Source: an optimization exercise on an open RTL-to-GDS flow (aim: small area). Production flows keep margins and buffers that such runs may drop.
Only simulation tests tie the RTL to the original design; equivalence was not proved.
Power is estimated from default activity; no workload was simulated.

==> v33: inputs <==
==> flow/design.v <==
module mt_hold (
    input  logic c, q, we, wen,
    output logic d
);
    assign d = (we & c) | (wen & q);
endmodule
module mt_flipbit (
    input  logic a, b, f, fn,
    output logic yn
);
    assign yn = ~((f & b) | (fn & a));
endmodule
module mt_outbit #(parameter bit C = 1'b0) (
    input  logic q2n, o, s,
    input  logic p, pr, pn, prn, g, h,
    input  logic rd, rdn, v2n,
    output logic flp, pat, fin
);
    logic yn;
    if (C) begin : g_one
        assign yn  = ~((p & s) | (pn & o) | prn);
        assign pat = ~(yn & rd);
    end else begin : g_zero
        assign yn  = ~((pr & s) | (pn & o));
        assign pat = ~(yn | rdn);
    end
    assign flp = ~(q2n | v2n);
    assign fin = ~((h | q2n) & (g | yn));
endmodule
module mechanisms_top (
    input  logic         clk,
    input  logic         reset,
    input  logic [255:0] activation_org,
    input  logic [255:0] activation_cache,
    input  logic [15:0]  f,
    input  logic [15:0]  p,
    input  logic         start_reading,
    output logic [255:0] activation_final,
    output logic [255:0] flipped_out,
    output logic [255:0] patched_out
);
    localparam logic [15:0] FILL = 16'hBEBA;
    logic [4:0] st;
    logic       rd;
    assign rd = st[4] & ~st[0];
    always_ff @(posedge clk or posedge reset) begin
        if (reset) begin
            st <= 5'b11111;
        end else begin
            st[3:0] <= rd ? 4'd0 : st[3:0] + 4'd1;
            st[4]   <= rd | (~st[4] & (&st[3:0]) & start_reading);
        end
    end
    logic [15:0][15:0] slot;
    genvar i, j;
    generate
        for (i = 0; i < 16; i++) begin : g_slot
            logic we, wen;
            logic [15:0] nxt;
            if (i == 0) begin : g_we0
                assign we = ~st[4] & (st[3:0] == 4'd0);
            end else begin : g_wei
                assign we = (st[3:0] == 4'(i));
            end
            assign wen = ~we;
            for (j = 0; j < 16; j++) begin : g_bit
                mt_hold u_h (
                    .c(activation_cache[16*i + j]), .q(slot[i][j]),
                    .we(we), .wen(wen), .d(nxt[j])
                );
            end
            always_ff @(posedge clk) begin
                slot[i] <= nxt;
            end
        end
    endgenerate
    logic [15:0][15:0] s1n, s2n, fin_n;
    logic v1, v2;
    always_ff @(posedge clk or posedge reset) begin
        if (reset) begin
            v1 <= 1'b0;
            v2 <= 1'b0;
        end else begin
            v1 <= 1'b1;
            v2 <= v1;
        end
    end
    generate
        for (i = 0; i < 16; i++) begin : g_flip
            logic fn;
            assign fn = ~f[i];
            for (j = 0; j < 16; j++) begin : g_bit
                mt_flipbit u_fb (
                    .a(activation_org[16*i + j]), .b(activation_org[16*i + 15 - j]),
                    .f(f[i]), .fn(fn), .yn(fin_n[i][j])
                );
            end
        end
    endgenerate
    always_ff @(posedge clk) begin
        s1n <= fin_n;
        s2n <= s1n;
    end
    logic rdn, v2n;
    assign rdn = ~rd;
    assign v2n = ~v2;
    generate
        for (i = 0; i < 16; i++) begin : g_out
            logic pr, pn, prn, g, h;
            assign pr  = p[i] & rd;
            assign pn  = ~p[i];
            assign prn = p[i] & ~rd;
            assign g   = f[i] & ~p[i];
            assign h   = ~(g & v2);
            for (j = 0; j < 16; j++) begin : g_bit
                mt_outbit #(.C(FILL[j])) u_ob (
                    .q2n(s2n[i][j]), .o(activation_org[16*i + j]), .s(slot[i][j]),
                    .p(p[i]), .pr(pr), .pn(pn), .prn(prn), .g(g), .h(h),
                    .rd(rd), .rdn(rdn), .v2n(v2n),
                    .flp(flipped_out[16*i + j]), .pat(patched_out[16*i + j]),
                    .fin(activation_final[16*i + j])
                );
            end
        end
    endgenerate
endmodule
==> flow/flow/run.sh <==
#!/bin/bash
# Own layout flow: the standard flow (standard.sh) with three changes:
#  - after synthesis, combinational cells start at their smallest drive
#    strength (flow/downsize.tcl); the resizer upsizes where needed;
#  - port buffers are sky130_fd_sc_hd__buf_1 instead of the default pick;
#  - clock tree without dummy loads.
# Every tool's output goes to the ORFS logs under orfs/logs; make's own
# output goes to flow_make.log here.
set -euo pipefail
W=$PWD
F=$W/flow
bash standard.sh \
  POST_SYNTH_TCL=$F/downsize.tcl \
  "BUFFER_PORTS_ARGS=-buffer_cell sky130_fd_sc_hd__buf_1" \
  "CTS_ARGS=-sink_clustering_enable -repair_clock_nets -dont_use_dummy_load" \
  finish > $W/flow_make.log 2>&1
==> flow/flow/downsize.tcl <==
# Run after synthesis (POST_SYNTH_TCL): give every combinational cell its
# smallest drive strength. Registers keep the cell synthesis gave them.
# The resizer's later repair passes upsize wherever slew, capacitance or
# timing need it.
set db [ord::get_db]
set n 0
foreach inst [[ord::get_db_block] getInsts] {
  set m [[$inst getMaster] getName]
  if {![regexp {^(sky130_fd_sc_hd__)([a-z0-9]+)_([0-9]+)$} $m -> pre base drv]} { continue }
  if {[regexp {^(df|edf|sdf|dl|sdl|conb|tap|fill|decap|diode)} $base]} { continue }
  foreach d {0 1} {
    if {$d >= $drv} { break }
    set c [$db findMaster ${pre}${base}_$d]
    if {$c ne "NULL" && $c ne ""} {
      $inst swapMaster $c
      incr n
      break
    }
  }
}
puts "downsize: $n cells set to their smallest drive strength"
==> flow/standard.sh <==
#!/bin/bash
# synth_recipe.tcl (not shown) runs the flow's synth.tcl, then flattens the netlist and writes it again
# the make line also repeats each setting of config.mk as NAME=value (left out here)
make -C /OpenROAD-flow-scripts/flow DESIGN_CONFIG=/design/flow/config.mk WORK_HOME=/design/flow/orfs CLKGATE_MAP_FILE= SYNTH_SCRIPT=/design/flow/synth_recipe.tcl "${@:-finish}"
==> flow/config.mk <==
export PLATFORM = sky130hd
export DESIGN_NAME = mechanisms_top
export DESIGN_NICKNAME = mechanisms_top
export VERILOG_FILES = /design/flow/design.v
export SDC_FILE = /design/flow/constraint.sdc
export NUM_CORES = 4
export LEC_CHECK = 0
export CAP_MARGIN = 20
export CORE_AREA = 5 5 455 455
export DIE_AREA = 0 0 460 460
export SLEW_MARGIN = 20
export SYNTH_HIERARCHICAL = 1
export SYNTH_MINIMUM_KEEP_SIZE = 0
==> flow/constraint.sdc <==
create_clock -name core_clock -period 6.0 [get_ports {clk}]
set_input_delay 1.2000 -clock core_clock [delete_from_list [all_inputs] [get_ports {clk}]]
set_output_delay 1.2000 -clock core_clock [all_outputs]
set_load 0.01 [all_outputs]
==> v37 (differences from v33) <==
==> flow/design.v, changed modules only <==
module mt_elem (
    input  logic p, f, st4, st0, v2,
    output logic fn, pn, pr, prn, g, h, rd, rdn, v2n
);
    assign rd  = st4 & ~st0;
    assign rdn = ~rd;
    assign v2n = ~v2;
    assign fn  = ~f;
    assign pn  = ~p;
    assign pr  = p & rd;
    assign prn = p & rdn;
    assign g   = f & ~p;
    assign h   = ~(g & v2);
endmodule
module mechanisms_top (
    input  logic         clk,
    input  logic         reset,
    input  logic [255:0] activation_org,
    input  logic [255:0] activation_cache,
    input  logic [15:0]  f,
    input  logic [15:0]  p,
    input  logic         start_reading,
    output logic [255:0] activation_final,
    output logic [255:0] flipped_out,
    output logic [255:0] patched_out
);
    localparam logic [15:0] FILL = 16'hBEBA;
    logic [4:0] st;
    logic       rd;
    assign rd = st[4] & ~st[0];
    always_ff @(posedge clk or posedge reset) begin
        if (reset) begin
            st <= 5'b11111;
        end else begin
            st[3:0] <= rd ? 4'd0 : st[3:0] + 4'd1;
            st[4]   <= rd | (~st[4] & (&st[3:0]) & start_reading);
        end
    end
    logic [15:0][15:0] slot;
    genvar i, j;
    generate
        for (i = 0; i < 16; i++) begin : g_slot
            logic we, wen;
            logic [15:0] nxt;
            if (i == 0) begin : g_we0
                assign we = ~st[4] & (st[3:0] == 4'd0);
            end else begin : g_wei
                assign we = (st[3:0] == 4'(i));
            end
            assign wen = ~we;
            for (j = 0; j < 16; j++) begin : g_bit
                mt_hold u_h (
                    .c(activation_cache[16*i + j]), .q(slot[i][j]),
                    .we(we), .wen(wen), .d(nxt[j])
                );
            end
            always_ff @(posedge clk) begin
                slot[i] <= nxt;
            end
        end
    endgenerate
    logic [15:0][15:0] s1n, s2n, fin_n;
    logic [15:0] fn_e;
    logic v1, v2;
    always_ff @(posedge clk or posedge reset) begin
        if (reset) begin
            v1 <= 1'b0;
            v2 <= 1'b0;
        end else begin
            v1 <= 1'b1;
            v2 <= v1;
        end
    end
    generate
        for (i = 0; i < 16; i++) begin : g_flip
            for (j = 0; j < 16; j++) begin : g_bit
                mt_flipbit u_fb (
                    .a(activation_org[16*i + j]), .b(activation_org[16*i + 15 - j]),
                    .f(f[i]), .fn(fn_e[i]), .yn(fin_n[i][j])
                );
            end
        end
    endgenerate
    always_ff @(posedge clk) begin
        s1n <= fin_n;
        s2n <= s1n;
    end
    generate
        for (i = 0; i < 16; i++) begin : g_out
            logic pn, pr, prn, g, h, rd_l, rdn_l, v2n_l;
            mt_elem u_el (
                .p(p[i]), .f(f[i]), .st4(st[4]), .st0(st[0]), .v2(v2),
                .fn(fn_e[i]), .pn(pn), .pr(pr), .prn(prn), .g(g), .h(h),
                .rd(rd_l), .rdn(rdn_l), .v2n(v2n_l)
            );
            for (j = 0; j < 16; j++) begin : g_bit
                mt_outbit #(.C(FILL[j])) u_ob (
                    .q2n(s2n[i][j]), .o(activation_org[16*i + j]), .s(slot[i][j]),
                    .p(p[i]), .pr(pr), .pn(pn), .prn(prn), .g(g), .h(h),
                    .rd(rd_l), .rdn(rdn_l), .v2n(v2n_l),
                    .flp(flipped_out[16*i + j]), .pat(patched_out[16*i + j]),
                    .fin(activation_final[16*i + j])
                );
            end
        end
    endgenerate
endmodule
==> flow/flow/run.sh (replaced) <==
#!/bin/bash
# Own layout flow: the standard flow (standard.sh) with three changes:
#  - after synthesis, combinational cells start at their smallest drive
#    strength (flow/downsize.tcl); the resizer upsizes where needed;
#  - port buffers are sky130_fd_sc_hd__buf_1 instead of the default pick;
#  - clock tree of sky130_fd_sc_hd__clkbuf_8, sink clusters of at most 16, and
#    no dummy loads.
# Each tool writes its full log under orfs/logs; make's own output goes to
# flow_make.log here.
set -euo pipefail
W=$PWD
F=$W/flow
bash standard.sh \
  POST_SYNTH_TCL=$F/downsize.tcl \
  "BUFFER_PORTS_ARGS=-buffer_cell sky130_fd_sc_hd__buf_1" \
  "CTS_ARGS=-sink_clustering_enable -repair_clock_nets -dont_use_dummy_load -buf_list sky130_fd_sc_hd__clkbuf_8 -sink_clustering_size 16 -sink_clustering_max_diameter 50" \
  finish > $W/flow_make.log 2>&1
--- a/flow/config.mk
+++ b/flow/config.mk
@@ -6,8 +6,10 @@
 export NUM_CORES = 4
 export LEC_CHECK = 0
 export CAP_MARGIN = 20
-export CORE_AREA = 5 5 455 455
+export CORE_AREA = 120 120 340 340
 export DIE_AREA = 0 0 460 460
+export GPL_TIMING_DRIVEN = 0
+export SETUP_SLACK_MARGIN = 0.3
 export SLEW_MARGIN = 20
 export SYNTH_HIERARCHICAL = 1
 export SYNTH_MINIMUM_KEEP_SIZE = 0
==> summary of the runs <==
Clock-buffer cell count: v33 is higher than v37 (32). Of v37 and v33, v33 has the higher total power (gap about 36%, measured against v33). Of v37 and v33, v37 has the higher area after synthesis (gap 0.57%, measured against v33). In v37 the clock power is lower than in v33, by about 46%. In die area, v37 and v33 do not differ. In v37 the register-to-register slack is worse than in v33, by 0.19 ns. Against v33, the core utilization of v37 is higher by 51 points.

## port drivers added, routing unchanged
The flow's constraints put no driver on any port. The routed layouts listed below were extracted and timed again, unchanged, in two steps.
Step 1 assumes that a clkbuf_16 drives the clock port and a buf_2 every other input.
Step 2 also shifts input and output timing later by t, the mid clock arrival at the registers, as if the neighbouring blocks saw the same clock.
Slacks: no drivers / after step 1 / after step 2; pairs: no drivers / after step 1.
run	t (ns)	setup slack, ns	latest minus earliest clock arrival (ns)
v33	0.754	0.889 / 0.804 / 0.979	0.086 / 0.086
v37	0.810	0.174 / -0.027 / -0.027	0.086 / 0.085
With both steps, setup timing fails in v37, where it was met with ideal ports. For v37, which loses most, drivers alone change the setup slack by -0.201 ns; drivers and shift together by -0.201 ns.
